From an optimization exercise on the open Yosys and OpenROAD flow, aimed at small area; shortcuts taken in it are not production practice.
Where RTL was checked, it was by simulation tests only, not by an equivalence proof against the original.
For runs 3 and 4, only the layout was checked, not whether the RTL still works.
No activity file was given, so power comes from the tool's default toggle rates.

**design/flow/design.v**
```verilog
module pcie_irq
(
   input            Clk_i,
   input            Rstn_i,
   input            MsixStructSChipSelect_i,
   input   [13:0]   MsixStructSAddress_i,
   input   [3:0]    MsixStructSByteEnable_i,
   input            MsixStructSRead_i,
   output  [31:0]   MsixStructSReadData_o,
   input            MsixStructSWrite_i,
   input   [31:0]   MsixStructSWriteData_i,
   output           MsixStructSWaitRequest_o,
   output           MsixMWrite_o,
   output  [63:0]   MsixMAddress_o,
   output  [31:0]   MsixMWriteData_o,
   output  [3:0]    MsixMByteEnable_o,
   input            MsixMWaitRequest_i,
   input   [31:0]   Irq_i,
   input   [81:0]   MsiIntfc_i,
   input   [15:0]   MsixIntfc_i,
   output           IntxReq_o,
   input            IrqRead_i,
   output  [31:0]   IrqReadData_o,
  input    [31:0]   MaskWritedata_i,
  input             MaskRead_i,
  input             MaskWrite_i,
  input    [3:0]    MaskByteenable_i,
  output   [31:0]   MaskReaddata_o,
  output            MaskWaitrequest_o
);
reg  [31:0] ena_state;
wire [31:0] ena_d;
wire        mask_keep = ~MaskWrite_i;
genvar mb;
generate
  for (mb = 0; mb < 32; mb = mb + 1) begin : MASK_D
    pcie_irq_ao22 u_ao (.a1(MaskWritedata_i[mb]), .a2(MaskWrite_i),
                        .b1(ena_state[mb]), .b2(mask_keep), .y(ena_d[mb]));
  end
endgenerate
always @(posedge Clk_i or negedge Rstn_i)
  if (!Rstn_i)
    ena_state <= 32'hF;
  else
    ena_state <= ena_d;
wire [31:0] irq_masked = Irq_i & ena_state;
assign MaskReaddata_o    = ena_state;
assign MaskWaitrequest_o = 1'b0;
reg  [31:0] irq_readdata;
wire [31:0] irq_readdata_d;
wire        irq_read_n = ~IrqRead_i;
genvar ib;
generate
  for (ib = 0; ib < 32; ib = ib + 1) begin : IRQRD_D
    pcie_irq_ao32 u_ao (.a1(Irq_i[ib]), .a2(ena_state[ib]), .a3(IrqRead_i),
                        .b1(irq_readdata[ib]), .b2(irq_read_n), .y(irq_readdata_d[ib]));
  end
endgenerate
always @(posedge Clk_i)
  irq_readdata <= irq_readdata_d;
assign IrqReadData_o = irq_readdata;
wire msix_enable   = MsixIntfc_i[15];
wire msi_enable    = MsiIntfc_i[80];
wire master_enable = MsiIntfc_i[81];
wire msix_mode     =  msix_enable & ~msi_enable;
wire msi_mode      = ~msix_enable &  msi_enable;
wire intx_mode     = ~msix_enable & ~msi_enable;
wire [3:0] irq4 = irq_masked[3:0];
reg  [3:0] irq_reg;
always @(posedge Clk_i or negedge Rstn_i)
  if (!Rstn_i)
    irq_reg <= 4'h0;
  else
    irq_reg <= irq4;
assign IntxReq_o = (|irq_reg) & intx_mode;
localparam H_IDLE = 3'd0;
localparam H_PIPE = 3'd1;
localparam H_READ = 3'd2;
localparam H_RW1  = 3'd3;
localparam H_RW2  = 3'd4;
localparam H_RACK = 3'd5;
localparam H_WACK = 3'd6;
reg  [2:0] hs;
reg        a13;           
reg  [4:0] aw;            
wire       host_req = MsixStructSChipSelect_i & (MsixStructSRead_i | MsixStructSWrite_i);
always @(posedge Clk_i)
  if (host_req) begin
    a13 <= MsixStructSAddress_i[13];
    aw  <= MsixStructSAddress_i[6:2];
  end
always @(posedge Clk_i or negedge Rstn_i)
  if (!Rstn_i)
    hs <= H_IDLE;
  else
    case (hs)
      H_IDLE: hs <= host_req ? H_PIPE : H_IDLE;
      H_PIPE: hs <= MsixStructSRead_i  ? H_READ :
                    MsixStructSWrite_i ? H_WACK : H_IDLE;
      H_READ: hs <= a13 ? H_RACK : H_RW1;
      H_RW1:  hs <= a13 ? H_RACK : H_RW2;
      H_RW2:  hs <= H_RACK;
      default: hs <= H_IDLE;
    endcase
wire host_rack = (hs == H_RACK);
wire host_wack = (hs == H_WACK);
wire host_rwin = (hs == H_READ) | (hs == H_RW1) | (hs == H_RW2);
assign MsixStructSWaitRequest_o = ~(host_rack | host_wack);
reg  [1023:0] ring;       
reg  [1:0]    t3;         
reg           t2;         
reg  [31:0]   wbuf;       
reg  [4:0]    wbuf_a;     
reg           wbuf_v;     
reg           land1;      
reg           land2;      
wire mem_we = host_wack & ~a13;
always @(posedge Clk_i)
  case (t3)
    2'd0:    t3 <= 2'd1;
    2'd1:    t3 <= 2'd2;
    default: t3 <= 2'd0;
  endcase
always @(posedge Clk_i)
  t2 <= ~t2;
always @(posedge Clk_i) begin
  land1 <= mem_we;
  land2 <= land1;
end
function [10:0] ring_of;    
  input [4:0] a;
  begin
    case (a)
      5'd0: ring_of = 11'b00000000001;
      5'd1: ring_of = 11'b00000000001;
      5'd2: ring_of = 11'b00000000001;
      5'd3: ring_of = 11'b00000000010;
      5'd4: ring_of = 11'b00000000010;
      5'd5: ring_of = 11'b00000000010;
      5'd6: ring_of = 11'b00000000100;
      5'd7: ring_of = 11'b00000000100;
      5'd8: ring_of = 11'b00000000100;
      5'd9: ring_of = 11'b00000001000;
      5'd10: ring_of = 11'b00000001000;
      5'd11: ring_of = 11'b00000001000;
      5'd12: ring_of = 11'b00000010000;
      5'd13: ring_of = 11'b00000010000;
      5'd14: ring_of = 11'b00000010000;
      5'd15: ring_of = 11'b00000100000;
      5'd16: ring_of = 11'b00000100000;
      5'd17: ring_of = 11'b00000100000;
      5'd18: ring_of = 11'b00001000000;
      5'd19: ring_of = 11'b00001000000;
      5'd20: ring_of = 11'b00001000000;
      5'd21: ring_of = 11'b00010000000;
      5'd22: ring_of = 11'b00010000000;
      5'd23: ring_of = 11'b00010000000;
      5'd24: ring_of = 11'b00100000000;
      5'd25: ring_of = 11'b00100000000;
      5'd26: ring_of = 11'b00100000000;
      5'd27: ring_of = 11'b01000000000;
      5'd28: ring_of = 11'b01000000000;
      5'd29: ring_of = 11'b01000000000;
      5'd30: ring_of = 11'b10000000000;
      5'd31: ring_of = 11'b10000000000;
      default: ring_of = 11'b0;
    endcase
  end
endfunction
function [2:0] k_of;        
  input [4:0] a;
  begin
    case (a)
      5'd0: k_of = 3'b001;
      5'd1: k_of = 3'b010;
      5'd2: k_of = 3'b100;
      5'd3: k_of = 3'b001;
      5'd4: k_of = 3'b010;
      5'd5: k_of = 3'b100;
      5'd6: k_of = 3'b001;
      5'd7: k_of = 3'b010;
      5'd8: k_of = 3'b100;
      5'd9: k_of = 3'b001;
      5'd10: k_of = 3'b010;
      5'd11: k_of = 3'b100;
      5'd12: k_of = 3'b001;
      5'd13: k_of = 3'b010;
      5'd14: k_of = 3'b100;
      5'd15: k_of = 3'b001;
      5'd16: k_of = 3'b010;
      5'd17: k_of = 3'b100;
      5'd18: k_of = 3'b001;
      5'd19: k_of = 3'b010;
      5'd20: k_of = 3'b100;
      5'd21: k_of = 3'b001;
      5'd22: k_of = 3'b010;
      5'd23: k_of = 3'b100;
      5'd24: k_of = 3'b001;
      5'd25: k_of = 3'b010;
      5'd26: k_of = 3'b100;
      5'd27: k_of = 3'b001;
      5'd28: k_of = 3'b010;
      5'd29: k_of = 3'b100;
      5'd30: k_of = 3'b001;
      5'd31: k_of = 3'b010;
      default: k_of = 3'b0;
    endcase
  end
endfunction
wire [2:0] ktail = (t3 == 2'd1) ? 3'b010 :
                   (t3 == 2'd2) ? 3'b001 : 3'b100;
function at_tail;
  input [4:0] a;
  input [2:0] kt;
  input       ph2;
  begin
    if (a[4:1] == 4'b1111)
      at_tail = a[0] ^ ph2;
    else
      at_tail = |(k_of(a) & kt);
  end
endfunction
wire [10:0] wbuf_ring = ring_of(wbuf_a);
wire        wbuf_put  = wbuf_v & at_tail(wbuf_a, ktail, t2);
wire [10:0] put       = {11{wbuf_put}} & wbuf_ring;
wire [10:0] keep      = ~put;
wire        wbuf_v_nx = mem_we | (wbuf_v & ~wbuf_put);
wire [32*11-1:0] heads;
genvar r, hb;
generate
  for (r = 0; r < 11; r = r + 1) begin : HEAD
    for (hb = 0; hb < 32; hb = hb + 1) begin : B
      pcie_irq_ao22 u_head (.a1(wbuf[hb]), .a2(put[r]),
                            .b1(ring[(r == 10 ? 31 : 3*r+2)*32 + hb]), .b2(keep[r]),
                            .y(heads[r*32 + hb]));
    end
  end
  for (r = 0; r < 10; r = r + 1) begin : RING3
    always @(posedge Clk_i) begin
      ring[(3*r+0)*32 +: 32] <= heads[r*32 +: 32];
      ring[(3*r+1)*32 +: 32] <= ring[(3*r+0)*32 +: 32];
      ring[(3*r+2)*32 +: 32] <= ring[(3*r+1)*32 +: 32];
    end
  end
endgenerate
always @(posedge Clk_i) begin
  ring[30*32 +: 32] <= heads[10*32 +: 32];
  ring[31*32 +: 32] <= ring[30*32 +: 32];
end
wire [32*11-1:0] tails;
generate
  for (r = 0; r < 11; r = r + 1) begin : TAIL
    assign tails[r*32 +: 32] = ring[(r == 10 ? 31 : 3*r+2)*32 +: 32];
  end
endgenerate
wire [10:0] aw_ring  = ring_of(aw);
wire [10:0] hring    = aw_ring & {11{~a13}};
wire        host_cap = host_rwin & (a13 | (at_tail(aw, ktail, t2) & ~|(put & aw_ring)
                                           & ~(aw_ring[10] & (hs == H_READ))));
wire [31:0] tsel;
wire [31:0] wbuf_dn;
wire        wbuf_hold = ~(mem_we | host_cap);
genvar bb;
generate
  for (bb = 0; bb < 32; bb = bb + 1) begin : WBUF_D
    pcie_irq_aoi222 u_aoi (.a1(MsixStructSWriteData_i[bb]), .a2(mem_we),
                           .b1(tsel[bb]), .b2(host_cap),
                           .c1(wbuf[bb]), .c2(wbuf_hold), .y(wbuf_dn[bb]));
  end
endgenerate
always @(posedge Clk_i) begin
  wbuf <= ~wbuf_dn;
  if (mem_we)
    wbuf_a <= aw;
  wbuf_v <= wbuf_v_nx;
end
localparam G_IDLE  = 4'd0;
localparam G_PIPE  = 4'd1;
localparam G_CHECK = 4'd9;    
localparam G_MSIX  = 4'd10;
localparam G_MSI   = 4'd11;
reg  [3:0] gs;
reg        arb_v;         
reg  [1:0] arb_i;         
reg  [3:0] pba;
reg  [31:0] e0, e1, e2;   
reg        vmask;         
reg        ev;            
wire gen_idle = (gs == G_IDLE);
always @(posedge Clk_i or negedge Rstn_i)
  if (!Rstn_i)
    gs <= G_IDLE;
  else
    case (gs)
      G_IDLE:
        if ((|pba) & master_enable & msix_mode)
          gs <= G_PIPE;
        else if (msi_mode & (irq_reg != irq4) & (|irq4))
          gs <= G_MSI;
      4'd1: gs <= 4'd2;
      4'd2: gs <= 4'd3;
      4'd3: gs <= 4'd4;
      4'd4: gs <= 4'd5;
      4'd5: gs <= 4'd6;
      4'd6: gs <= 4'd7;
      4'd7: gs <= 4'd8;
      4'd8: gs <= 4'd9;
      G_CHECK:
        gs <= vmask ? G_IDLE : G_MSIX;
      G_MSIX, G_MSI:
        if (~MsixMWaitRequest_i)
          gs <= G_IDLE;
      default:
        gs <= G_IDLE;
    endcase
always @(posedge Clk_i or negedge Rstn_i)
  if (!Rstn_i) begin
    arb_v <= 1'b0;
    arb_i <= 2'd0;
  end else if (gen_idle) begin
    arb_v <= 1'b1;
    if (!arb_v) begin
      if      (pba[0]) arb_i <= 2'd0;
      else if (pba[1]) arb_i <= 2'd1;
      else if (pba[2]) arb_i <= 2'd2;
      else if (pba[3]) arb_i <= 2'd3;
      else begin arb_v <= 1'b0; arb_i <= 2'd0; end
    end else
      case (arb_i)
        2'd0:
          if      (pba[1]) arb_i <= 2'd1;
          else if (pba[2]) arb_i <= 2'd2;
          else if (pba[3]) arb_i <= 2'd3;
          else begin arb_v <= 1'b0; arb_i <= 2'd0; end
        2'd1:
          if      (pba[2]) arb_i <= 2'd2;
          else if (pba[3]) arb_i <= 2'd3;
          else begin arb_v <= 1'b0; arb_i <= 2'd0; end
        2'd2:
          if      (pba[3]) arb_i <= 2'd3;
          else if (pba[1]) arb_i <= 2'd1;
          else begin arb_v <= 1'b0; arb_i <= 2'd0; end
        default:
          if      (pba[1]) arb_i <= 2'd1;
          else if (pba[2]) arb_i <= 2'd2;
          else begin arb_v <= 1'b0; arb_i <= 2'd0; end
      endcase
  end
wire msg_done = (gs == G_MSIX) & ~MsixMWaitRequest_i;
genvar i;
generate
  for (i = 0; i < 4; i = i + 1) begin : PBA
    always @(posedge Clk_i or negedge Rstn_i)
      if (!Rstn_i)
        pba[i] <= 1'b0;
      else if (~irq_reg[i] & irq4[i] & msix_mode)
        pba[i] <= 1'b1;
      else if (msg_done & arb_v & (arb_i == i))
        pba[i] <= 1'b0;
  end
endgenerate
function [4:0] gen_cap_tab;   
  input [7:0] key;            
  begin
    case (key)
      8'b0010_00_10: gen_cap_tab = 5'b1_00_00;
      8'b0010_01_01: gen_cap_tab = 5'b1_00_00;
      8'b0010_10_00: gen_cap_tab = 5'b1_00_00;
      8'b0010_11_10: gen_cap_tab = 5'b1_00_00;
      8'b0011_00_01: gen_cap_tab = 5'b1_01_00;
      8'b0011_00_10: gen_cap_tab = 5'b1_00_01;
      8'b0011_01_00: gen_cap_tab = 5'b1_01_00;
      8'b0011_01_01: gen_cap_tab = 5'b1_00_01;
      8'b0011_10_00: gen_cap_tab = 5'b1_00_01;
      8'b0011_10_10: gen_cap_tab = 5'b1_01_00;
      8'b0011_11_01: gen_cap_tab = 5'b1_01_00;
      8'b0011_11_10: gen_cap_tab = 5'b1_00_01;
      8'b0100_00_00: gen_cap_tab = 5'b1_10_00;
      8'b0100_00_01: gen_cap_tab = 5'b1_01_01;
      8'b0100_00_10: gen_cap_tab = 5'b1_00_10;
      8'b0100_01_00: gen_cap_tab = 5'b1_01_01;
      8'b0100_01_01: gen_cap_tab = 5'b1_00_10;
      8'b0100_01_10: gen_cap_tab = 5'b1_10_00;
      8'b0100_10_00: gen_cap_tab = 5'b1_00_10;
      8'b0100_10_01: gen_cap_tab = 5'b1_10_00;
      8'b0100_10_10: gen_cap_tab = 5'b1_01_01;
      8'b0100_11_00: gen_cap_tab = 5'b1_10_00;
      8'b0100_11_01: gen_cap_tab = 5'b1_01_01;
      8'b0100_11_10: gen_cap_tab = 5'b1_00_10;
      8'b0101_00_00: gen_cap_tab = 5'b1_10_01;
      8'b0101_00_01: gen_cap_tab = 5'b1_01_10;
      8'b0101_00_10: gen_cap_tab = 5'b1_11_00;
      8'b0101_01_00: gen_cap_tab = 5'b1_01_10;
      8'b0101_01_01: gen_cap_tab = 5'b1_11_00;
      8'b0101_01_10: gen_cap_tab = 5'b1_10_01;
      8'b0101_10_00: gen_cap_tab = 5'b1_11_00;
      8'b0101_10_01: gen_cap_tab = 5'b1_10_01;
      8'b0101_10_10: gen_cap_tab = 5'b1_01_10;
      8'b0101_11_00: gen_cap_tab = 5'b1_10_01;
      8'b0101_11_01: gen_cap_tab = 5'b1_01_10;
      8'b0101_11_10: gen_cap_tab = 5'b1_11_00;
      8'b0110_00_00: gen_cap_tab = 5'b1_10_10;
      8'b0110_00_10: gen_cap_tab = 5'b1_11_01;
      8'b0110_01_01: gen_cap_tab = 5'b1_11_01;
      8'b0110_01_10: gen_cap_tab = 5'b1_10_10;
      8'b0110_10_00: gen_cap_tab = 5'b1_11_01;
      8'b0110_10_01: gen_cap_tab = 5'b1_10_10;
      8'b0110_11_00: gen_cap_tab = 5'b1_10_10;
      8'b0110_11_10: gen_cap_tab = 5'b1_11_01;
      8'b0111_00_10: gen_cap_tab = 5'b1_11_10;
      8'b0111_01_01: gen_cap_tab = 5'b1_11_10;
      8'b0111_10_00: gen_cap_tab = 5'b1_11_10;
      8'b0111_11_10: gen_cap_tab = 5'b1_11_10;
      default: gen_cap_tab = 5'b0;
    endcase
  end
endfunction
wire [4:0]  gcap   = gen_cap_tab({gs, arb_i, t3});
wire        gen_cap = gcap[4];
wire [1:0]  gi     = gcap[3:2];
wire [1:0]  gd     = gcap[1:0];
wire [4:0]  gword  = {1'b0, arb_i, gi};
wire [10:0] gring  = ring_of(gword);
wire        g_old  = (gd == 2'd0) | ((gd == 2'd1) & ~land1) | ((gd == 2'd2) & ~land1 & ~land2);
wire        g_byp  = wbuf_v & (wbuf_a == gword) & g_old;
reg  [2:0]  dv;           
reg  [1:0]  di;           
wire        g_use  = gen_cap & (gi != 2'd3) & ~host_cap;
wire        g_dfr  = gen_cap & (gi != 2'd3) &  host_cap;
wire [4:0]  dword  = {1'b0, arb_i, di};
wire        dcap   = dv[2];
always @(posedge Clk_i) begin
  dv <= {dv[1:0], g_dfr} & {3{~gen_idle}};
  if (g_dfr)
    di <= gi;
end
wire [10:0] tring = host_cap ? hring :
                    dcap     ? ring_of(dword) :
                    (g_use & ~g_byp) ? gring : 11'b0;
wire        tbyp  = g_use & g_byp;
wire [11:0] tsel_s = {tbyp, tring};
wire [32*12-1:0] tsel_d = {wbuf, tails};
genvar b;
generate
  for (b = 0; b < 32; b = b + 1) begin : TSEL
    wire [3:0] part;
    for (i = 0; i < 4; i = i + 1) begin : G
      pcie_irq_aoi222 u_aoi (
        .a1(tsel_d[(3*i+0)*32 + b]), .a2(tsel_s[3*i+0]),
        .b1(tsel_d[(3*i+1)*32 + b]), .b2(tsel_s[3*i+1]),
        .c1(tsel_d[(3*i+2)*32 + b]), .c2(tsel_s[3*i+2]),
        .y(part[i]));
    end
    pcie_irq_nand4 u_or (.a(part[0]), .b(part[1]), .c(part[2]), .d(part[3]), .y(tsel[b]));
  end
endgenerate
reg vm_tail;
always @* begin
  case (arb_i)
    2'd0:    vm_tail = tails[1*32];    
    2'd1:    vm_tail = tails[2*32];    
    2'd2:    vm_tail = tails[3*32];    
    default: vm_tail = tails[5*32];    
  endcase
end
always @(posedge Clk_i or negedge Rstn_i)
  if (!Rstn_i)
    ev <= 1'b0;
  else if (gen_cap)
    ev <= 1'b1;
wire [2:0]  e_en = {(g_use && gi == 2'd2) || (dcap && di == 2'd2),
                   (g_use && gi == 2'd1) || (dcap && di == 2'd1),
                   (g_use && gi == 2'd0) || (dcap && di == 2'd0)};
wire [2:0]  e_keep = ~e_en;
wire [95:0] e_q = {e2, e1, e0};
wire [95:0] e_d;
genvar eb;
generate
  for (eb = 0; eb < 96; eb = eb + 1) begin : E_D
    pcie_irq_ao22 u_ao (.a1(tsel[eb % 32]), .a2(e_en[eb / 32]),
                        .b1(e_q[eb]), .b2(e_keep[eb / 32]), .y(e_d[eb]));
  end
endgenerate
always @(posedge Clk_i) begin
  {e2, e1, e0} <= e_d;
  if (gen_cap && gi == 2'd3) vmask <= g_byp ? wbuf[0] : vm_tail;
end
assign MsixStructSReadData_o = {wbuf[31:4], a13 ? pba : wbuf[3:0]};
assign MsixMWrite_o      = (gs == G_MSIX) | (gs == G_MSI);
wire   sel_entry         = msix_mode & ev;
wire   sel_msi           = ~msix_mode;
wire [79:0] out_e        = {e2[15:0], e1, e0};
wire [79:0] out_m;
genvar ob;
generate
  for (ob = 0; ob < 80; ob = ob + 1) begin : OUT
    pcie_irq_ao22 u_ao (.a1(out_e[ob]), .a2(sel_entry),
                        .b1(MsiIntfc_i[ob]), .b2(sel_msi), .y(out_m[ob]));
  end
endgenerate
assign MsixMAddress_o    = out_m[63:0];
assign MsixMWriteData_o  = {e2[31:16] & {16{sel_entry}}, out_m[79:64]};
assign MsixMByteEnable_o = {4{MsixMWrite_o}};
endmodule
module pcie_irq_aoi222 (input a1, a2, b1, b2, c1, c2, output y);
  assign y = ~((a1 & a2) | (b1 & b2) | (c1 & c2));
endmodule
module pcie_irq_nand4 (input a, b, c, d, output y);
  assign y = ~(a & b & c & d);
endmodule
module pcie_irq_ao22 (input a1, a2, b1, b2, output y);
  assign y = (a1 & a2) | (b1 & b2);
endmodule
module pcie_irq_ao32 (input a1, a2, a3, b1, b2, output y);
  assign y = (a1 & a2 & a3) | (b1 & b2);
endmodule
```
**design/flow/flow/run.sh**
```bash
#!/bin/bash
set -euo pipefail
export BUFFER_PORTS_ARGS="-buffer_cell sky130_fd_sc_hd__buf_1"
export CTS_ARGS="-sink_clustering_enable -repair_clock_nets -sink_clustering_size 10 -sink_clustering_max_diameter 60 -buf_list sky130_fd_sc_hd__clkbuf_4 -dont_use_dummy_load"
bash standard.sh > standard_flow.log 2>&1
```
**design/flow/standard.sh**
```bash
#!/bin/bash
# synth_recipe.tcl (not shown) runs the flow's synth.tcl, then flattens the netlist and writes it again
# the make line also repeats each setting of config.mk as NAME=value (left out here)
make -C /OpenROAD-flow-scripts/flow DESIGN_CONFIG=/design/flow/config.mk WORK_HOME=/design/flow/orfs CLKGATE_MAP_FILE= SYNTH_SCRIPT=/design/flow/synth_recipe.tcl "${@:-finish}"
```
**design/flow/config.mk**
```make
export PLATFORM = sky130hd
export DESIGN_NAME = pcie_irq
export DESIGN_NICKNAME = pcie_irq
export VERILOG_FILES = /design/flow/design.v
export SDC_FILE = /design/flow/constraint.sdc
export NUM_CORES = 4
export LEC_CHECK = 0
export CAP_MARGIN = 20
export CORE_MARGIN = 2
export CORE_UTILIZATION = 40
export SLEW_MARGIN = 20
export SYNTH_HIERARCHICAL = 1
```
**design/flow/constraint.sdc**
```tcl
create_clock -name core_clock -period 10.0 [get_ports {Clk_i}]
set_input_delay 2.0000 -clock core_clock [delete_from_list [all_inputs] [get_ports {Clk_i}]]
set_output_delay 2.0000 -clock core_clock [all_outputs]
set_load 0.01 [all_outputs]
```
==> results of run 1 <==
## cell type report
| type | count | area [um2] | area share |
|---|---|---|---|
| diodes | 3 | 7.51 | 0.000185 |
| clock buffers | 149 | 1120 | 0.0275 |
| inverters | 72 | 272 | 0.00667 |
| multi-input cells | 1176 | 9870 | 0.243 |
| flip-flops and latches | 1286 | 26100 | 0.643 |
| well taps | 1176 | 1470 | 0.0362 |
| repair buffers | 435 | 1800 | 0.0442 |
## Yosys stat by module (local to each module, per instance)
module / times used / flops+latches / cells inside / cell area [um2]
pcie_irq: 1 / 1286 / 1809 / 29500
pcie_irq_ao32: 32 / 0 / 1 / 10.0
pcie_irq_ao22: 560 / 0 / 1 / 8.76
pcie_irq_aoi222: 160 / 0 / 1 / 10.0
pcie_irq_nand4: 32 / 0 / 1 / 6.26
## placed cells by master (no fill, tap or decap), drive strengths merged, types with 18 or more instances in the layout
cell / count
o21ai: 28
dfrtp: 47
mux2i: 18
nand4: 38
nor3: 18
a32o: 33
a22o: 567
inv: 70
clkbuf: 150
nand2: 45
and3: 20
ha: 21
a21oi: 20
dfxtp: 1221
nor2: 38
and2: 28
buf: 434
a222oi: 163
## cells by family (layout without fill, tap and decap cells)
| group | Yosys count | count (layout) |
|---|---|---|
| AO/OA/AOI/OAI | 874 | 874 |
| XOR/XNOR | 8 | 8 |
| adder cells (fa/ha/maj) | 21 | 21 |
| buffers and inverters | 131 | 656 |
| flip-flops | 1286 | 1286 |
| multiplexers | 34 | 34 |
| other | 1 | 4 |
| AND/OR/NAND/NOR | 238 | 238 |
## worst max-delay path, stage by stage
cell      delay (ns)
buf_1           0.13
nor2b_2         0.16
buf_4           0.32
clkinv_2        0.62
buf_4           0.54
a22o_1          0.25
buf_1           0.14
## metrics by stage
step	area [um2]	util	std cells	hold WS (ns)	setup slack, ns
2_1_floorplan	36600	-	2593	0.310	3.74
3_3_place_gp	39500	0.438	4145	0.310	3.82
3_5_place_dp	39500	0.438	4145	0.312	3.77
4_1_cts	40700	0.450	4294	0.271	3.77
5_1_grt	40700	0.451	4295	0.268	3.60
6_report	40700	0.451	4297	0.271	3.77
## power groups by stage
stage	registers (mW)	logic [mW]	clock network, mW
finish	5.69	1.01	2.24
global route	5.73	1.07	2.50
CTS	5.69	0.997	2.31
detailed placement	5.80	0.992	0
global placement	5.78	0.971	0
floorplan	5.63	0.674	0
## final timing paths
| kind | cells past startpoint | endpoint | from |
|---|---|---|---|
| min | 0 | ring[280]$_DFF_P_ | ring[248]$_DFF_P_ |
| min in group asynchronous | 2 | hs[2]$_DFF_PN0_ | Rstn_i |
| max reg2reg | 16 | wbuf[20]$_DFF_P_ | t3[0]$_DFF_P_ |
| min reg2reg | 0 | ring[280]$_DFF_P_ | ring[248]$_DFF_P_ |
| max in group asynchronous | 2 | ena_state[24]$_DFF_PN0_ | Rstn_i |
| max | 7 | MsixMAddress_o[61] | MsixIntfc_i[15] |
## metal layers
metal	track usage	routed length (um)
met4	0.0961	3850
met5	0	0
met2	0.354	49400
met1	0.302	47000
met3	0.0506	9130
==> impl_metrics.yaml, run 1 <==
floorplanning:
  start_util: 0.405
  num_rows: 110
  fp.dieW_um: 306
  io_pins: 425
  die_y_um: 306
  core-area_um2: 90300
  die_area_um2: 93800
critical_path:
  cp.required_ns: 8.00
  start_kind: "input port"
  critPathMaxFanout: 42
  rrSetupSlack_ns: 4.66
  critical_path_class: "in -> out"
  cp-end-kind: "output pin"
  cp.arrival_ns: 4.23
sta:
  rsz0062_at_grt: "false"
  hold_viol_final: 0
  max_clock_freq_mhz: 160
  slew_headroom: 0.209
  skew_ns: 0.109
  worstMarginPinSlew_ns: 1.19
  setup_violations: 0
  fin_tns_setup_ns: 0
  post-route-min-period_ns: 6.23
  finalMaxSlewViolations: 0
  post-route-period-util: 0.623
synthesis:
  synth_compound_area_frac: 0.212
  syn-num-nets: 2839
  synthXorXnorAreaFrac: 0.00192
  syn_inst: 2593
  synth_top_family_by_area: "compound AO/OA/AOI/OAI gates"
  synth_top_area_frac: 0.669
  yosysSeqAreaShare: 0.715
  yosys.area_share.simple: 0.0358
  synth_top_cell_by_area: "dfxtp_1"
  ys_top_cells_by_area: "dfxtp_1 67%, a22o_1 14%, a222oi_1 4.5%"
  synth.most_common_cell: "dfxtp_1"
  synth-seq-cells: 1286
  synth_ff_type: "dfxtp_1"
  synth_adder_area_share: 0.00719
  synth-edff-count: 14
  yosys_warnings: 7
  synth.avg_cell_area_um2: 14.1
  async_reset_ff_frac: 0.0397
  synth_cell_types: 80
  synth_commonest_cells: "1221 x dfxtp_1, 567 x a22o_1, 163 x a222oi_1"
  synth_mux_area_frac: 0.0108
  syn-cell-area_um2: 36600
pwr:
  seqPwrFrac: 0.636
  peakVddDrop_uv: 118
  p_leak_nw: 15.9
  intPower_mw: 6.33
  switching_power_mw: 2.61
  pwr-share-comb: 0.113
  power_density_nw_per_um2: 220
  pwr-share-clk: 0.251
  p_total_mw: 8.94
  swShare: 0.292
final_layout:
  syn2layout_area_growth_pct: 11.3
  largest_reg_flops: 1024
  drive_above_1_share: 0.0808
  regMostFlops: "ring"
  fin_nets: 3366
  fillers: 8251
routing:
  drt_wl_total_um: 109000
  viasPerCell: 5.87
  dr.pass1.iters: 9
  vias: 25200
  drc: 0
  drtIter0Drc: 2866
  wire_per_inst_um: 25.4
  antenna_left: 0
clocking:
  cts_hold_buffers: 0
  cts_buffer_depth: 3
  htree_num_levels: 4
  root_buffer: "clkbuf_4"
  cts_buffers: 149
  path_clk_slew_ns: 0.10
  cts_tree: "yes"
  postCtsSetupRepairBufs: 0
  clk_latency_ns: 1.07
  cts_resized: 0
  cts.sinks: 1286
place:
  portBuffers: 391
  hpwl_um: 63200
  gp_congestion: 0.801
outcome:
  status: "no timing/DRC/antenna violations"
grt:
  grt_pass1_vias: 25800
  gr-total-overflow: 0
  grt_pass1_wl_um: 161000
  grt_start_max_net_pins: 81
  antenna_found_initial: 4
  grt.total_usage: 0.226
flow_run:
  maxCapViolCount: 0
worst_hold_path:
  hp-class: "reg -> reg"
==> inputs of run 2 (changes only) <==
--- a/design/flow/design.v
+++ b/design/flow/design.v
@@ -422,7 +422,7 @@
 wire [4:0]  gword  = {1'b0, arb_i, gi};
 wire [10:0] gring  = ring_of(gword);
 wire        g_old  = (gd == 2'd0) | ((gd == 2'd1) & ~land1) | ((gd == 2'd2) & ~land1 & ~land2);
-wire        g_byp  = wbuf_v & (wbuf_a == gword) & g_old;
+wire        g_byp  = |(put & gring) & g_old;
 reg  [2:0]  dv;           
 reg  [1:0]  di;           
 wire        g_use  = gen_cap & (gi != 2'd3) & ~host_cap;
==> run 2 against run 1 <==
- largest power group unchanged
- die area fell by 0.33%
- clock power hardly changed
- critical path type unchanged
- global-route usage down 0.35 points
- worst hold slack worse by 0.046 ns
- final cell count shrank 0.14%
- sequential share of layout area is 0.17 points higher
- power is 0.77% higher
- final area fell by 0.27%
- worst setup slack lost 0.090 ns
- critical path depth did not move
- critical endpoint is now MsixMWriteData_o[8]
- wire length down 1.6%
==> impl_metrics.yaml, run 2 <==
place:
  gp_congestion: 0.839
  hpwl_um: 60600
  portBuffers: 391
clocking:
  clk_latency_ns: 1.05
  cts_tree: "yes"
  cts_resized: 0
  htree_num_levels: 4
  cts.sinks: 1286
  cts_buffer_depth: 3
  path_clk_slew_ns: 0.09
  cts_hold_buffers: 0
  root_buffer: "clkbuf_4"
  postCtsSetupRepairBufs: 0
  cts_buffers: 151
critical_path:
  cp.arrival_ns: 4.32
  cp-end-kind: "output pin"
  rrSetupSlack_ns: 4.07
  ff2ff_path_depth: 18
  critical_path_class: "in -> out"
  r2r-end: "wbuf[31]$_DFF_P_"
  timing.rr.start: "t3[0]$_DFF_P_"
  start_kind: "input port"
  cp.required_ns: 8.00
  critPathMaxFanout: 42
grt:
  antenna_found_initial: 3
  gr-total-overflow: 0
  grt_start_max_net_pins: 81
  grt.total_usage: 0.223
  grt_pass1_vias: 25200
  grt_pass1_wl_um: 158000
flow_run:
  maxCapViolCount: 0
floorplanning:
  io_pins: 425
  num_rows: 110
  die_area_um2: 93500
  core-area_um2: 90100
  fp.dieW_um: 306
  start_util: 0.404
  die_y_um: 306
routing:
  drtIter0Drc: 2661
  dr.pass1.iters: 10
  antenna_left: 0
  wire_per_inst_um: 25.1
  drt_wl_total_um: 108000
  vias: 25100
  drc: 0
  viasPerCell: 5.84
synthesis:
  synth_adder_area_share: 0.00756
  synth-edff-count: 14
  synth-seq-cells: 1286
  syn-num-nets: 2834
  synth_top_area_frac: 0.671
  synth_mux_area_frac: 0.0124
  synth_top_cell_by_area: "dfxtp_1"
  synth_top_family_by_area: "compound AO/OA/AOI/OAI gates"
  synth_compound_area_frac: 0.210
  synth_ff_type: "dfxtp_1"
  synthXorXnorAreaFrac: 0.00192
  async_reset_ff_frac: 0.0397
  synth.most_common_cell: "dfxtp_1"
  yosys_warnings: 7
  yosys.area_share.simple: 0.0331
  synth_commonest_cells: "1221 x dfxtp_1, 570 x a22o_1, 163 x a222oi_1"
  syn_inst: 2587
  yosysSeqAreaShare: 0.718
  synth_cell_types: 69
  ys_top_cells_by_area: "dfxtp_1 67%, a22o_1 14%, a222oi_1 4.5%"
  synth.avg_cell_area_um2: 14.1
  syn-cell-area_um2: 36400
worst_hold_path:
  min_to: "ring[750]$_DFF_P_"
  min_path_cells: 0
  min_from: "ring[718]$_DFF_P_"
  hp-class: "reg -> reg"
sta:
  rsz0062_at_grt: "false"
  post-route-period-util: 0.632
  post-route-min-period_ns: 6.32
  finalMaxSlewViolations: 0
  max_clock_freq_mhz: 158
  setup_violations: 0
  worstMarginPinSlew_ns: 1.16
  hold_viol_final: 0
  fin_tns_setup_ns: 0
  skew_ns: 0.144
  slew_headroom: 0.226
pwr:
  pwr-share-comb: 0.120
  power_density_nw_per_um2: 222
  swShare: 0.294
  switching_power_mw: 2.65
  p_leak_nw: 15.8
  intPower_mw: 6.36
  pwr-share-clk: 0.251
  peakVddDrop_uv: 115
  seqPwrFrac: 0.630
final_layout:
  final_cell_mix: "1221 x dfxtp_1, 569 x a22o_1, 390 x buf_1, 163 x a222oi_1, 151 x clkbuf_4"
  final_common_cell: "dfxtp_1"
  fillers: 8125
  largest_reg_flops: 1024
  fin_nets: 3360
  regMostFlops: "ring"
  drive_above_1_share: 0.0807
  syn2layout_area_growth_pct: 11.4
  final_util: 0.450
outcome:
  status: "no timing/DRC/antenna violations"
==> run 2: cell types whose count changed after synthesis, moves of 5 or more <==
| cell | change |
|---|---|
| nor2_1 | +20 |
| o21ai_0 | +9 |
| o211ai_1 | -7 |
| and2_1 | -6 |
| buf_2 | -6 |
| a22oi_1 | -5 |
| clkbuf_1 | +5 |
==> run 2: layout make-up <==
type,instances,area (um2),area share
antenna,4,10.0,0.000247
clock buffer,151,1130,0.0279
inverter,70,264,0.00651
multi-input combinational,1172,9770,0.241
sequential,1286,26100,0.644
tap,1176,1470,0.0363
timing repair buffer,432,1780,0.0438
==> run 2: modules after synthesis, one instance, submodules excluded <==
module | cells inside | flip-flops and latches | cell area [um2]
pcie_irq | 1803 | 1286 | 29400
pcie_irq_ao22 | 1 | 0 | 8.76
pcie_irq_ao32 | 1 | 0 | 10.0
pcie_irq_aoi222 | 1 | 0 | 10.0
pcie_irq_nand4 | 1 | 0 | 6.26
==> run 2: power groups by stage <==
stage	logic, mW	clock network, mW	registers [mW]
after floorplan	0.696	0	5.63
after global placement	1.03	0	5.77
after detailed placement	1.06	0	5.79
after CTS	1.06	2.34	5.67
after global routing	1.15	2.54	5.72
final	1.08	2.26	5.67
==> run 2: kinds of logic (layout without fill, tap and decap cells) <==
group	Yosys count	in the layout
flip-flops	1286	1286
AO/OA/AOI/OAI	867	867
AND/OR/NAND/NOR	235	235
buffers and inverters	129	653
multiplexers	39	39
adder cells (fa/ha/maj)	22	22
XOR/XNOR	8	8
other	1	5
==> run 2: worst max-delay path by stage <==
| stage | from | endpoint | slack (ns) | cells after the start |
|---|---|---|---|---|
| floorplan | MsixIntfc_i[15] | MsixMAddress_o[0] | 3.74 | 4 |
| global placement | MsixIntfc_i[15] | MsixMWriteData_o[8] | 3.70 | 7 |
| detailed placement | MsixIntfc_i[15] | MsixMWriteData_o[8] | 3.61 | 7 |
| CTS | MsixIntfc_i[15] | MsixMWriteData_o[8] | 3.61 | 7 |
| global route | MsixIntfc_i[15] | MsixMWriteData_o[8] | 3.47 | 7 |
| finish | MsixIntfc_i[15] | MsixMWriteData_o[8] | 3.68 | 7 |
==> run 2: metal layers <==
layer | share of wire | track usage
met1 | 0.43 | 0.302
met4 | 0.037 | 0.0984
met5 | 0 | 0
met2 | 0.44 | 0.336
met3 | 0.099 | 0.0575
==> run 2: per-stage QoR <==
step / hold WS [ns] / setup WS [ns] / instance area, um2 / std cells / total power [mW]
6_report: 0.225 / 3.68 / 40600 / 4291 / 9.01
5_1_grt: 0.222 / 3.47 / 40600 / 4290 / 9.41
4_1_cts: 0.206 / 3.61 / 40600 / 4287 / 9.07
3_5_place_dp: 0.312 / 3.61 / 39400 / 4136 / 6.85
3_3_place_gp: 0.310 / 3.70 / 39400 / 4136 / 6.80
2_1_floorplan: 0.310 / 3.74 / 36400 / 2587 / 6.33
==> run 2: critical path, cell delays in order <==
cell and delay [ns]:
buf_1 0.12, nor2b_2 0.15, buf_4 0.30, clkinv_2 0.68, buf_4 0.55, a22o_1 0.30, buf_1 0.15
==> inputs of run 3 (changes only) <==
--- a/design/flow/design.v
+++ b/design/flow/design.v
@@ -253,10 +253,9 @@
     assign tails[r*32 +: 32] = ring[(r == 10 ? 31 : 3*r+2)*32 +: 32];
   end
 endgenerate
-wire [10:0] aw_ring  = ring_of(aw);
-wire [10:0] hring    = aw_ring & {11{~a13}};
-wire        host_cap = host_rwin & (a13 | (at_tail(aw, ktail, t2) & ~|(put & aw_ring)
-                                           & ~(aw_ring[10] & (hs == H_READ))));
+wire [10:0] hring    = ring_of(aw);
+wire        host_cap = host_rwin & at_tail(aw, ktail, t2) & ~(wbuf_v & (wbuf_a == aw))
+                       & ~(hring[10] & (hs == H_READ));
 wire [31:0] tsel;
 wire [31:0] wbuf_dn;
 wire        wbuf_hold = ~(mem_we | host_cap);
@@ -422,18 +421,20 @@
 wire [4:0]  gword  = {1'b0, arb_i, gi};
 wire [10:0] gring  = ring_of(gword);
 wire        g_old  = (gd == 2'd0) | ((gd == 2'd1) & ~land1) | ((gd == 2'd2) & ~land1 & ~land2);
-wire        g_byp  = |(put & gring) & g_old;
-reg  [2:0]  dv;           
+wire        g_byp  = wbuf_v & (wbuf_a == gword) & g_old;
+reg         dv;           
 reg  [1:0]  di;           
 wire        g_use  = gen_cap & (gi != 2'd3) & ~host_cap;
 wire        g_dfr  = gen_cap & (gi != 2'd3) &  host_cap;
 wire [4:0]  dword  = {1'b0, arb_i, di};
-wire        dcap   = dv[2];
-always @(posedge Clk_i) begin
-  dv <= {dv[1:0], g_dfr} & {3{~gen_idle}};
-  if (g_dfr)
+wire        dcap   = dv & at_tail(dword, ktail, t2);
+always @(posedge Clk_i)
+  if (gen_idle | dcap)
+    dv <= 1'b0;
+  else if (g_dfr) begin
+    dv <= 1'b1;
     di <= gi;
-end
+  end
 wire [10:0] tring = host_cap ? hring :
                     dcap     ? ring_of(dword) :
                     (g_use & ~g_byp) ? gring : 11'b0;
@@ -485,7 +486,7 @@
   {e2, e1, e0} <= e_d;
   if (gen_cap && gi == 2'd3) vmask <= g_byp ? wbuf[0] : vm_tail;
 end
-assign MsixStructSReadData_o = {wbuf[31:4], a13 ? pba : wbuf[3:0]};
+assign MsixStructSReadData_o = a13 ? {28'b0, pba} : wbuf;
 assign MsixMWrite_o      = (gs == G_MSIX) | (gs == G_MSI);
 wire   sel_entry         = msix_mode & ev;
 wire   sel_msi           = ~msix_mode;
==> run 3 against run 2 <==
- combinational power increased by 9%
- power increased by 2.1%
- clock skew decreased by 0.020 ns
- worst setup slack improved by 0.16 ns
- final cell count increased by 0.96%
- sequential share of layout area decreased by 0.63 points
- worst hold slack got worse by 0.0071 ns
- register-to-register slack improved by 0.71 ns
- global-route usage increased by 0.69 points
- critical path type unchanged
==> impl_metrics.yaml, run 3 <==
routing:
  drtIter0Drc: 3222
  vias: 25600
  dr.pass1.iters: 9
  drc: 0
  drt_wl_total_um: 111000
  wire_per_inst_um: 25.6
  viasPerCell: 5.90
  antenna_left: 0
floorplanning:
  num_rows: 110
  io_pins: 425
  start_util: 0.405
  die_area_um2: 94000
  core-area_um2: 90400
  fp.dieW_um: 307
  die_y_um: 307
critical_path:
  start_kind: "input port"
  cp.arrival_ns: 4.17
  critical_path.top_delay_family: "buffers and inverters"
  critical_path_class: "in -> out"
  critPathMaxFanout: 52
  critical_path.slowest_cell: "clkinv_2"
  path_cells: "buf_1, nor2b_2, buf_4, clkinv_2, buf_4, a22o_1, buf_1"
  cp.required_ns: 8.00
  cp-end-kind: "output pin"
  path_buf_inv: 5
  critPathMaxStageDelay_ns: 0.56
synthesis:
  ys_top_cells_by_area: "dfxtp_1 67%, a22o_1 14%, a222oi_1 4.5%"
  synth_top_cell_by_area: "dfxtp_1"
  synth_commonest_cells: "1219 x dfxtp_1, 567 x a22o_1, 163 x a222oi_1"
  syn-cell-area_um2: 36600
  synth_cell_types: 81
  synth.most_common_cell: "dfxtp_1"
  synth-seq-cells: 1284
  synth.avg_cell_area_um2: 14.0
  yosysSeqAreaShare: 0.713
  yosys_warnings: 7
  synth_top_area_frac: 0.667
  async_reset_ff_frac: 0.0397
  synth-edff-count: 14
  syn_inst: 2606
  syn-num-nets: 2857
  synth_ff_type: "dfxtp_1"
grt:
  gr-total-overflow: 0
  grt_pass1_wl_um: 163000
  grt_start_max_net_pins: 81
  grt.total_usage: 0.230
  antenna_found_initial: 4
  grt_pass1_vias: 25500
final_layout:
  final_common_cell: "dfxtp_1"
  register_area_um2: 26100
  multi_input_area_um2: 10100
  fillers: 8211
  largest_reg_flops: 1024
  fin_area_um2: 40900
  drive_above_1_share: 0.0812
  fin_nets: 3405
  regMostFlops: "ring"
  final_cell_mix: "1219 x dfxtp_1, 566 x a22o_1, 390 x buf_1, 163 x a222oi_1, 150 x clkbuf_4"
  syn2layout_area_growth_pct: 11.7
place:
  gp_congestion: 0.833
  portBuffers: 391
  place_area_um2: 39800
  hpwl_um: 62200
clocking:
  cts_buffer_depth: 3
  root_buffer: "clkbuf_4"
  clk_latency_ns: 1.10
  cts_buffers: 150
  cts_tree: "yes"
  postCtsSetupRepairBufs: 0
  htree_num_levels: 4
  cts.sinks: 1284
  cts_hold_buffers: 0
  path_clk_slew_ns: 0.11
  cts_resized: 0
sta:
  worstMarginPinSlew_ns: 1.11
  rsz0062_at_grt: "false"
  post-route-period-util: 0.617
  max_clock_freq_mhz: 162
  hold_viol_final: 0
  setup_violations: 0
  post-route-min-period_ns: 6.17
  slew_headroom: 0.262
  fin_tns_setup_ns: 0
  skew_ns: 0.124
  finalMaxSlewViolations: 0
pwr:
  p_leak_nw: 16.0
  peakVddDrop_uv: 216
  power_density_nw_per_um2: 225
worst_hold_path:
  hp-class: "reg -> reg"
flow_run:
  maxCapViolCount: 0
outcome:
  status: "no timing/DRC/antenna violations"
[run 3: cell types whose count changed after synthesis, sizes merged, moves of 8 or more]
cell   change
buf       -18
o21ai     -10
nor2       -8
nor2b     +28
[run 3: metal layers]
metal  track usage  share of wire
met5             0       0.000063
met4        0.0772          0.028
met3        0.0562          0.095
met2         0.351           0.44
met1         0.319           0.44
[run 3: worst reg2reg max path: stages, from the launching register on]
cell      delay, ns
dfxtp_1        0.45
inv_1          0.14
ha_1           0.38
inv_1          0.19
a222oi_1       0.14
mux2_2         0.33
a211oi_4       0.32
buf_4          0.71
nor2b_1        0.27
a22oi_1        0.31
o21ai_4        0.09
buf_4          0.37
a222oi_1       0.50
nand4_1        0.47
a222oi_1       0.40
inv_1          0.07
[run 3: path summary, 6_finish.rpt]
path	start	to	slack [ns]	depth (start not counted)
max reg2reg	t3[1]$_DFF_P_	wbuf[18]$_DFF_P_	4.78	15
max in group asynchronous	Rstn_i	arb_i[1]$_DFFE_PN0P_	8.36	2
min in group asynchronous	Rstn_i	hs[1]$_DFF_PN0_	1.10	2
min	ring[337]$_DFF_P_	ring[369]$_DFF_P_	0.22	0
max	MsixIntfc_i[15]	MsixMAddress_o[23]	3.83	7
min reg2reg	ring[337]$_DFF_P_	ring[369]$_DFF_P_	0.22	0
[run 3: logic make-up (layout without fill, tap and decap cells)]
| logic type | count (synthesis) | in the layout | share of synthesized area |
|---|---|---|---|
| flops | 1284 | 1284 | 0.713 |
| compound gates | 871 | 871 | 0.212 |
| simple gates | 259 | 259 | 0.0385 |
| buf+inv | 116 | 662 | 0.0136 |
| mux | 35 | 35 | 0.0106 |
| fa+ha+maj | 26 | 26 | 0.00889 |
| xor+xnor | 14 | 14 | 0.00335 |
| other cells | 1 | 5 | 0.000102 |
[run 3: final cells by class]
class / instances / share of cell area
antenna: 4 / 0.000245
tap: 1176 / 0.0360
multi-input combinational: 1206 / 0.247
clock buffer: 150 / 0.0275
sequential: 1284 / 0.638
inverter: 76 / 0.00700
timing repair buffer: 436 / 0.0443
[run 3: Yosys stat by module, one instance, submodules excluded]
module	copies in the design	cell area (um2)	cells inside	flip-flops and latches
pcie_irq_ao32	32	10.0	1	0
pcie_irq_ao22	560	8.76	1	0
pcie_irq_nand4	32	6.26	1	0
pcie_irq	1	29600	1822	1284
pcie_irq_aoi222	160	10.0	1	0
[run 3: where the power goes]
group	switching, mW	internal, mW	total (mW)
clock network	1.56	0.691	2.26
logic	0.777	0.400	1.18
registers	0.446	5.32	5.77
[run 3: through the flow]
stage / util / setup WS (ns) / cells / total power [mW] / hold slack (ns)
floorplan: - / 3.74 / 2606 / 6.43 / 0.310
global placement: 0.440 / 3.92 / 4177 / 6.99 / 0.309
detailed placement: 0.440 / 3.83 / 4177 / 7.04 / 0.312
CTS: 0.452 / 3.83 / 4327 / 9.24 / 0.227
global route: 0.452 / 3.70 / 4330 / 9.58 / 0.218
finish: 0.452 / 3.83 / 4332 / 9.20 / 0.218
==> inputs of run 4 (changes only) <==
==> design/flow/flow/run.sh (replaced) <==
#!/bin/bash
set -euo pipefail
export BUFFER_PORTS_ARGS="-buffer_cell sky130_fd_sc_hd__buf_1"
export CTS_ARGS="-sink_clustering_enable -repair_clock_nets -sink_clustering_size 20 -sink_clustering_max_diameter 60 -buf_list sky130_fd_sc_hd__clkbuf_8 -dont_use_dummy_load"
bash standard.sh > standard_flow.log 2>&1
==> run 4 against run 3 <==
- utilization rose by 0.076 points
- sequential power barely moved
- worst hold slack improved by 0.035 ns
- clock skew fell by 0.0053 ns
- sequential share of layout area fell by 0.11 points
- flip-flop and latch count did not move
- critical path type unchanged
- largest cell class unchanged
==> impl_metrics.yaml, run 4 <==
synthesis:
  synth_top_family_by_area: "compound AO/OA/AOI/OAI gates"
  syn_inst: 2606
  synth_adder_area_share: 0.00889
  async_reset_ff_frac: 0.0397
  synth_cell_types: 81
  synth-seq-cells: 1284
  synth.avg_cell_area_um2: 14.0
  synth_top_area_frac: 0.667
  synthXorXnorAreaFrac: 0.00335
  synth_mux_area_frac: 0.0106
  synth_top_cell_by_area: "dfxtp_1"
  synth-edff-count: 14
  synth.most_common_cell: "dfxtp_1"
  syn-num-nets: 2857
  ys_top_cells_by_area: "dfxtp_1 67%, a22o_1 14%, a222oi_1 4.5%"
  synth_ff_type: "dfxtp_1"
  synth_commonest_cells: "1219 x dfxtp_1, 567 x a22o_1, 163 x a222oi_1"
  yosys_warnings: 7
  yosys.area_share.simple: 0.0385
  yosysSeqAreaShare: 0.713
  synth_compound_area_frac: 0.212
  syn-cell-area_um2: 36600
place:
  hpwl_um: 62200
  place_area_um2: 39800
  portBuffers: 391
  gp_congestion: 0.833
flow_run:
  maxCapViolCount: 0
sta:
  skew_ns: 0.119
  rsz0062_at_grt: "false"
  max_clock_freq_mhz: 162
  fin_tns_setup_ns: 0
  slew_headroom: 0.245
  setup_violations: 0
  worstMarginPinSlew_ns: 1.13
  finalMaxSlewViolations: 0
  post-route-min-period_ns: 6.18
  hold_viol_final: 0
  post-route-period-util: 0.618
floorplanning:
  fp.dieW_um: 307
  start_util: 0.405
  num_rows: 110
  die_area_um2: 94000
  io_pins: 425
  die_y_um: 307
  core-area_um2: 90400
pwr:
  intPower_mw: 6.50
  pwr-share-clk: 0.248
  p_leak_nw: 15.9
  seqPwrFrac: 0.624
  power_density_nw_per_um2: 225
  pwr-share-comb: 0.128
  swShare: 0.296
  p_total_mw: 9.23
  switching_power_mw: 2.73
  peakVddDrop_uv: 217
clocking:
  cts_resized: 0
  cts.sinks: 1284
  clk_latency_ns: 0.76
  root_buffer: "clkbuf_8"
  cts_buffer_depth: 3
  cts_hold_buffers: 0
  postCtsSetupRepairBufs: 0
  htree_num_levels: 3
  cts_buffers: 87
  path_clk_slew_ns: 0.11
  cts_tree: "yes"
critical_path:
  start_kind: "input port"
  critical_path.slowest_cell: "clkinv_2"
  critical_path_class: "in -> out"
  cp-end-kind: "output pin"
  critical_path.endpoint: "MsixMWriteData_o[9]"
  rrSetupSlack_ns: 4.83
  critPathMaxStageDelay_ns: 0.56
  ff2ff_path_depth: 15
  timing.rr.start: "t3[1]$_DFF_P_"
  path_cells: "buf_1, nor2b_2, buf_4, clkinv_2, buf_4, a22o_1, buf_1"
  r2r-end: "wbuf[18]$_DFF_P_"
  cp.required_ns: 8.00
  cp-startpoint: "MsixIntfc_i[15]"
  critPathMaxFanout: 52
  cp.arrival_ns: 4.18
grt:
  grt_pass1_wl_um: 161000
  antenna_found_initial: 2
  grt_pass1_vias: 25000
  grt.total_usage: 0.226
  gr-total-overflow: 0
  grt_start_max_net_pins: 81
routing:
  drc: 0
  dr.pass1.iters: 8
  wire_per_inst_um: 25.7
  antenna_left: 0
  drtIter0Drc: 3123
  drt_wl_total_um: 110000
  viasPerCell: 5.84
  vias: 24900
final_layout:
  fillers: 8156
  final_common_cell: "dfxtp_1"
  largest_reg_flops: 1024
  final_cell_mix: "1219 x dfxtp_1, 566 x a22o_1, 390 x buf_1, 163 x a222oi_1, 87 x clkbuf_8"
  syn2layout_area_growth_pct: 11.9
  drive_above_1_share: 0.0625
  fin_area_um2: 41000
  fin_nets: 3342
  regMostFlops: "ring"
worst_hold_path:
  hp-class: "reg -> reg"
outcome:
  status: "no timing/DRC/antenna violations"
run 4: cell types whose count changed in the layout (fill, tap and decap cells not counted):
cell      before  now
clkbuf_4     150    0
clkbuf_8       0   87
diode_2        4    3
run 4: modules after synthesis, one instance, submodules excluded:
module,flops+latches,area (um2)
pcie_irq_aoi222,0,10.0
pcie_irq,1284,29600
pcie_irq_ao22,0,8.76
pcie_irq_ao32,0,10.0
pcie_irq_nand4,0,6.26
run 4: layout make-up:
class,instances,area (um2),area share
Sequential cell,1284,26100,0.637
Multi-Input combinational cell,1206,10100,0.246
Timing Repair Buffer,436,1810,0.0443
Tap cell,1176,1470,0.0359
Clock buffer,87,1200,0.0292
Inverter,76,287,0.00699
Antenna cell,3,7.51,0.000183
run 4: through the flow:
step	setup slack [ns]	hold slack, ns	std cells	util
after floorplan	3.74	0.310	2606	-
after global placement	3.92	0.309	4177	0.440
after detailed placement	3.83	0.312	4177	0.440
after CTS	3.81	0.259	4264	0.453
after global routing	3.68	0.258	4266	0.453
final	3.82	0.252	4268	0.453
run 4: critical path, delay by kind of cell:
kind                   cells  cell delay [ns]
buffers and inverters      5             1.69
AO/OA/AOI/OAI              1             0.28
AND/OR/NAND/NOR            1             0.15
run 4: worst min path at each step:
| stage | startpoint | endpoint | cells past startpoint |
|---|---|---|---|
| finish | ring[32]$_DFF_P_ | ring[64]$_DFF_P_ | 0 |
| global route | ring[960]$_DFF_P_ | ring[992]$_DFF_P_ | 0 |
| CTS | ring[960]$_DFF_P_ | ring[992]$_DFF_P_ | 0 |
| detailed placement | ring[136]$_DFF_P_ | ring[168]$_DFF_P_ | 0 |
| global placement | ring[232]$_DFF_P_ | ring[264]$_DFF_P_ | 0 |
| floorplan | ring[968]$_DFF_P_ | ring[1000]$_DFF_P_ | 0 |
run 4: layer usage:
metal  GRT usage  part of all wire  up-vias
met2       0.349              0.45     1252
met3      0.0518             0.093      183
met1       0.317              0.44    12500
li1            -                 -    11000
met5           0                 0        -
met4      0.0649             0.025        0
run 4: logic make-up after synthesis:
kind of cell	Yosys count
simple gates	259
mux	35
buf+inv	116
compound gates	871
fa+ha+maj	26
flops	1284
other cells	1
xor+xnor	14
run 4: power by group through the flow:
| stage | clock network (mW) | logic, mW | registers [mW] |
|---|---|---|---|
| finish | 2.29 | 1.18 | 5.76 |
| global route | 2.52 | 1.25 | 5.81 |
| floorplan | 0 | 0.758 | 5.67 |
| CTS | 2.35 | 1.17 | 5.76 |
| detailed placement | 0 | 1.16 | 5.87 |
| global placement | 0 | 1.14 | 5.85 |
==> inputs of run 5 (changes only) <==
--- a/design/flow/design.v
+++ b/design/flow/design.v
@@ -129,82 +129,20 @@
 end
 function [10:0] ring_of;    
   input [4:0] a;
+  integer j;
   begin
-    case (a)
-      5'd0: ring_of = 11'b00000000001;
-      5'd1: ring_of = 11'b00000000001;
-      5'd2: ring_of = 11'b00000000001;
-      5'd3: ring_of = 11'b00000000010;
-      5'd4: ring_of = 11'b00000000010;
-      5'd5: ring_of = 11'b00000000010;
-      5'd6: ring_of = 11'b00000000100;
-      5'd7: ring_of = 11'b00000000100;
-      5'd8: ring_of = 11'b00000000100;
-      5'd9: ring_of = 11'b00000001000;
-      5'd10: ring_of = 11'b00000001000;
-      5'd11: ring_of = 11'b00000001000;
-      5'd12: ring_of = 11'b00000010000;
-      5'd13: ring_of = 11'b00000010000;
-      5'd14: ring_of = 11'b00000010000;
-      5'd15: ring_of = 11'b00000100000;
-      5'd16: ring_of = 11'b00000100000;
-      5'd17: ring_of = 11'b00000100000;
-      5'd18: ring_of = 11'b00001000000;
-      5'd19: ring_of = 11'b00001000000;
-      5'd20: ring_of = 11'b00001000000;
-      5'd21: ring_of = 11'b00010000000;
-      5'd22: ring_of = 11'b00010000000;
-      5'd23: ring_of = 11'b00010000000;
-      5'd24: ring_of = 11'b00100000000;
-      5'd25: ring_of = 11'b00100000000;
-      5'd26: ring_of = 11'b00100000000;
-      5'd27: ring_of = 11'b01000000000;
-      5'd28: ring_of = 11'b01000000000;
-      5'd29: ring_of = 11'b01000000000;
-      5'd30: ring_of = 11'b10000000000;
-      5'd31: ring_of = 11'b10000000000;
-      default: ring_of = 11'b0;
-    endcase
+    for (j = 0; j < 11; j = j + 1)
+      ring_of[j] = (a == 3*j) | (a == 3*j + 1) | (a == 3*j + 2);
   end
 endfunction
 function [2:0] k_of;        
   input [4:0] a;
+  integer j;
   begin
-    case (a)
-      5'd0: k_of = 3'b001;
-      5'd1: k_of = 3'b010;
-      5'd2: k_of = 3'b100;
-      5'd3: k_of = 3'b001;
-      5'd4: k_of = 3'b010;
-      5'd5: k_of = 3'b100;
-      5'd6: k_of = 3'b001;
-      5'd7: k_of = 3'b010;
-      5'd8: k_of = 3'b100;
-      5'd9: k_of = 3'b001;
-      5'd10: k_of = 3'b010;
-      5'd11: k_of = 3'b100;
-      5'd12: k_of = 3'b001;
-      5'd13: k_of = 3'b010;
-      5'd14: k_of = 3'b100;
-      5'd15: k_of = 3'b001;
-      5'd16: k_of = 3'b010;
-      5'd17: k_of = 3'b100;
-      5'd18: k_of = 3'b001;
-      5'd19: k_of = 3'b010;
-      5'd20: k_of = 3'b100;
-      5'd21: k_of = 3'b001;
-      5'd22: k_of = 3'b010;
-      5'd23: k_of = 3'b100;
-      5'd24: k_of = 3'b001;
-      5'd25: k_of = 3'b010;
-      5'd26: k_of = 3'b100;
-      5'd27: k_of = 3'b001;
-      5'd28: k_of = 3'b010;
-      5'd29: k_of = 3'b100;
-      5'd30: k_of = 3'b001;
-      5'd31: k_of = 3'b010;
-      default: k_of = 3'b0;
-    endcase
+    k_of = 3'b0;
+    for (j = 0; j < 32; j = j + 1)
+      if (a == j)
+        k_of = 3'b001 << (j % 3);
   end
 endfunction
 wire [2:0] ktail = (t3 == 2'd1) ? 3'b010 :
@@ -253,9 +191,10 @@
     assign tails[r*32 +: 32] = ring[(r == 10 ? 31 : 3*r+2)*32 +: 32];
   end
 endgenerate
-wire [10:0] hring    = ring_of(aw);
-wire        host_cap = host_rwin & at_tail(aw, ktail, t2) & ~(wbuf_v & (wbuf_a == aw))
-                       & ~(hring[10] & (hs == H_READ));
+wire [10:0] aw_ring  = ring_of(aw);
+wire [10:0] hring    = aw_ring & {11{~a13}};
+wire        host_cap = host_rwin & (a13 | (at_tail(aw, ktail, t2) & ~|(put & aw_ring)
+                                           & ~(aw_ring[10] & (hs == H_READ))));
 wire [31:0] tsel;
 wire [31:0] wbuf_dn;
 wire        wbuf_hold = ~(mem_we | host_cap);
@@ -421,20 +360,18 @@
 wire [4:0]  gword  = {1'b0, arb_i, gi};
 wire [10:0] gring  = ring_of(gword);
 wire        g_old  = (gd == 2'd0) | ((gd == 2'd1) & ~land1) | ((gd == 2'd2) & ~land1 & ~land2);
-wire        g_byp  = wbuf_v & (wbuf_a == gword) & g_old;
-reg         dv;           
+wire        g_byp  = |(put & gring) & g_old;
+reg  [2:0]  dv;           
 reg  [1:0]  di;           
 wire        g_use  = gen_cap & (gi != 2'd3) & ~host_cap;
 wire        g_dfr  = gen_cap & (gi != 2'd3) &  host_cap;
 wire [4:0]  dword  = {1'b0, arb_i, di};
-wire        dcap   = dv & at_tail(dword, ktail, t2);
-always @(posedge Clk_i)
-  if (gen_idle | dcap)
-    dv <= 1'b0;
-  else if (g_dfr) begin
-    dv <= 1'b1;
+wire        dcap   = dv[2];
+always @(posedge Clk_i) begin
+  dv <= {dv[1:0], g_dfr} & {3{~gen_idle}};
+  if (g_dfr)
     di <= gi;
-  end
+end
 wire [10:0] tring = host_cap ? hring :
                     dcap     ? ring_of(dword) :
                     (g_use & ~g_byp) ? gring : 11'b0;
@@ -486,7 +423,7 @@
   {e2, e1, e0} <= e_d;
   if (gen_cap && gi == 2'd3) vmask <= g_byp ? wbuf[0] : vm_tail;
 end
-assign MsixStructSReadData_o = a13 ? {28'b0, pba} : wbuf;
+assign MsixStructSReadData_o = {wbuf[31:4], a13 ? pba : wbuf[3:0]};
 assign MsixMWrite_o      = (gs == G_MSIX) | (gs == G_MSI);
 wire   sel_entry         = msix_mode & ev;
 wire   sel_msi           = ~msix_mode;
==> design/flow/flow/run.sh (replaced) <==
#!/bin/bash
set -euo pipefail
export BUFFER_PORTS_ARGS="-buffer_cell sky130_fd_sc_hd__buf_1"
export CTS_ARGS="-sink_clustering_enable -repair_clock_nets -sink_clustering_size 10 -sink_clustering_max_diameter 60 -buf_list sky130_fd_sc_hd__clkbuf_4 sky130_fd_sc_hd__clkbuf_8 -dont_use_dummy_load"
bash standard.sh > standard_flow.log 2>&1
==> run 5 against run 4 <==
- the flow now stops in clock tree synthesis
- area after synthesis is 1.7% lower
- synthesized cell count down 1.3%
==> impl_metrics.yaml, run 5 <==
synthesis:
  synth.avg_cell_area_um2: 14.0
  synth_ff_type: "dfxtp_1"
  synth_cell_types: 92
  yosysSeqAreaShare: 0.711
  synth_top_area_frac: 0.663
  yosys_warnings: 7
  syn_inst: 2573
  synth-edff-count: 14
  ys_top_cells_by_area: "dfxtp_1 66%, a22o_1 14%, a222oi_1 4.4%"
  async_reset_ff_frac: 0.0405
  synth.most_common_cell: "dfxtp_1"
  syn-cell-area_um2: 36000
  syn-num-nets: 2808
  synth-seq-cells: 1258
  synth_top_cell_by_area: "dfxtp_1"
  synth_commonest_cells: "1193 x dfxtp_1, 568 x a22o_1, 160 x a222oi_1"
floorplanning:
  io_pins: 425
  num_rows: 110
  fp.dieW_um: 304
  die_y_um: 304
  start_util: 0.402
outcome:
  status: "aborted with a tool error"
  last-stage-reached: "clock tree synthesis"
  error: "[ERROR STA-0564] clock_tree_synthesis positional arguments not supported."
place:
  portBuffers: 391
  hpwl_um: 60900
  gp_congestion: 0.839
-- run 5: per-stage QoR --
step / setup WS (ns) / util / power, mW / cells / instance area, um2
detailed placement: 3.86 / 0.435 / 6.83 / 4110 / 39000
global placement: 3.95 / 0.435 / 6.79 / 4109 / 38900
floorplan: 3.74 / - / 6.23 / 2573 / 36000
-- run 5: worst max-delay path by stage --
stage | to | start
global placement | MsixMAddress_o[8] | MsixIntfc_i[15]
floorplan | MsixMAddress_o[0] | MsixIntfc_i[15]
detailed placement | MsixMAddress_o[44] | MsixIntfc_i[15]
-- run 5: modules after synthesis, one instance, submodules excluded --
module | cells | cell area [um2] | times used
pcie_irq | 1789 | 29000 | 1
pcie_irq_ao22 | 1 | 8.76 | 560
pcie_irq_ao32 | 1 | 10.0 | 32
pcie_irq_aoi222 | 1 | 10.0 | 160
pcie_irq_nand4 | 1 | 6.26 | 32
-- run 5: power by group through the flow --
stage,Sequential (mW),Combinational (mW),Clock (mW)
detailed placement,5.68,1.15,0
global placement,5.66,1.13,0
floorplan,5.50,0.723,0
-- run 5: logic make-up after synthesis --
logic type | count (synthesis) | synth area share
other | 1 | 0.000104
buffers and inverters | 142 | 0.0202
XOR/XNOR | 11 | 0.00289
flip-flops | 1258 | 0.711
multiplexers | 20 | 0.00660
adder cells (fa/ha/maj) | 10 | 0.00348
AO/OA/AOI/OAI | 882 | 0.217
AND/OR/NAND/NOR | 249 | 0.0387

## port drivers added, routing unchanged
Ports are ideal in the flow. The routed layouts listed here were re-timed in OpenROAD.
Step 1, drivers: a clkbuf_16 drives Clk_i and a buf_2 each remaining input, both assumed.
Step 2 adds t to the input delays and takes it off the output delays; t is the mean of the earliest and latest rising clock arrival at the registers after step 1. Input paths then give back, and output paths get back, about the clock's delay inside the block.
Slacks: ideal / step 1 / step 2; pairs: ideal / step 1.
run | t, ns | setup WS [ns] | worst register clock-pin slew, ns | worst data-port slew with drivers (ns) | cell pins on the clock port's net
run 1 | 1.085 | 3.767 / 3.725 / 3.725 | 0.11 / 0.11 | 0.04 | 1
run 2 | 1.044 | 3.677 / 3.652 / 3.652 | 0.11 / 0.11 | 0.07 | 1
run 3 | 1.075 | 3.833 / 3.787 / 3.787 | 0.11 / 0.11 | 0.06 | 1
run 4 | 0.765 | 3.817 / 3.771 / 3.771 | 0.12 / 0.12 | 0.06 | 1
After both steps every run listed still meets setup and hold.
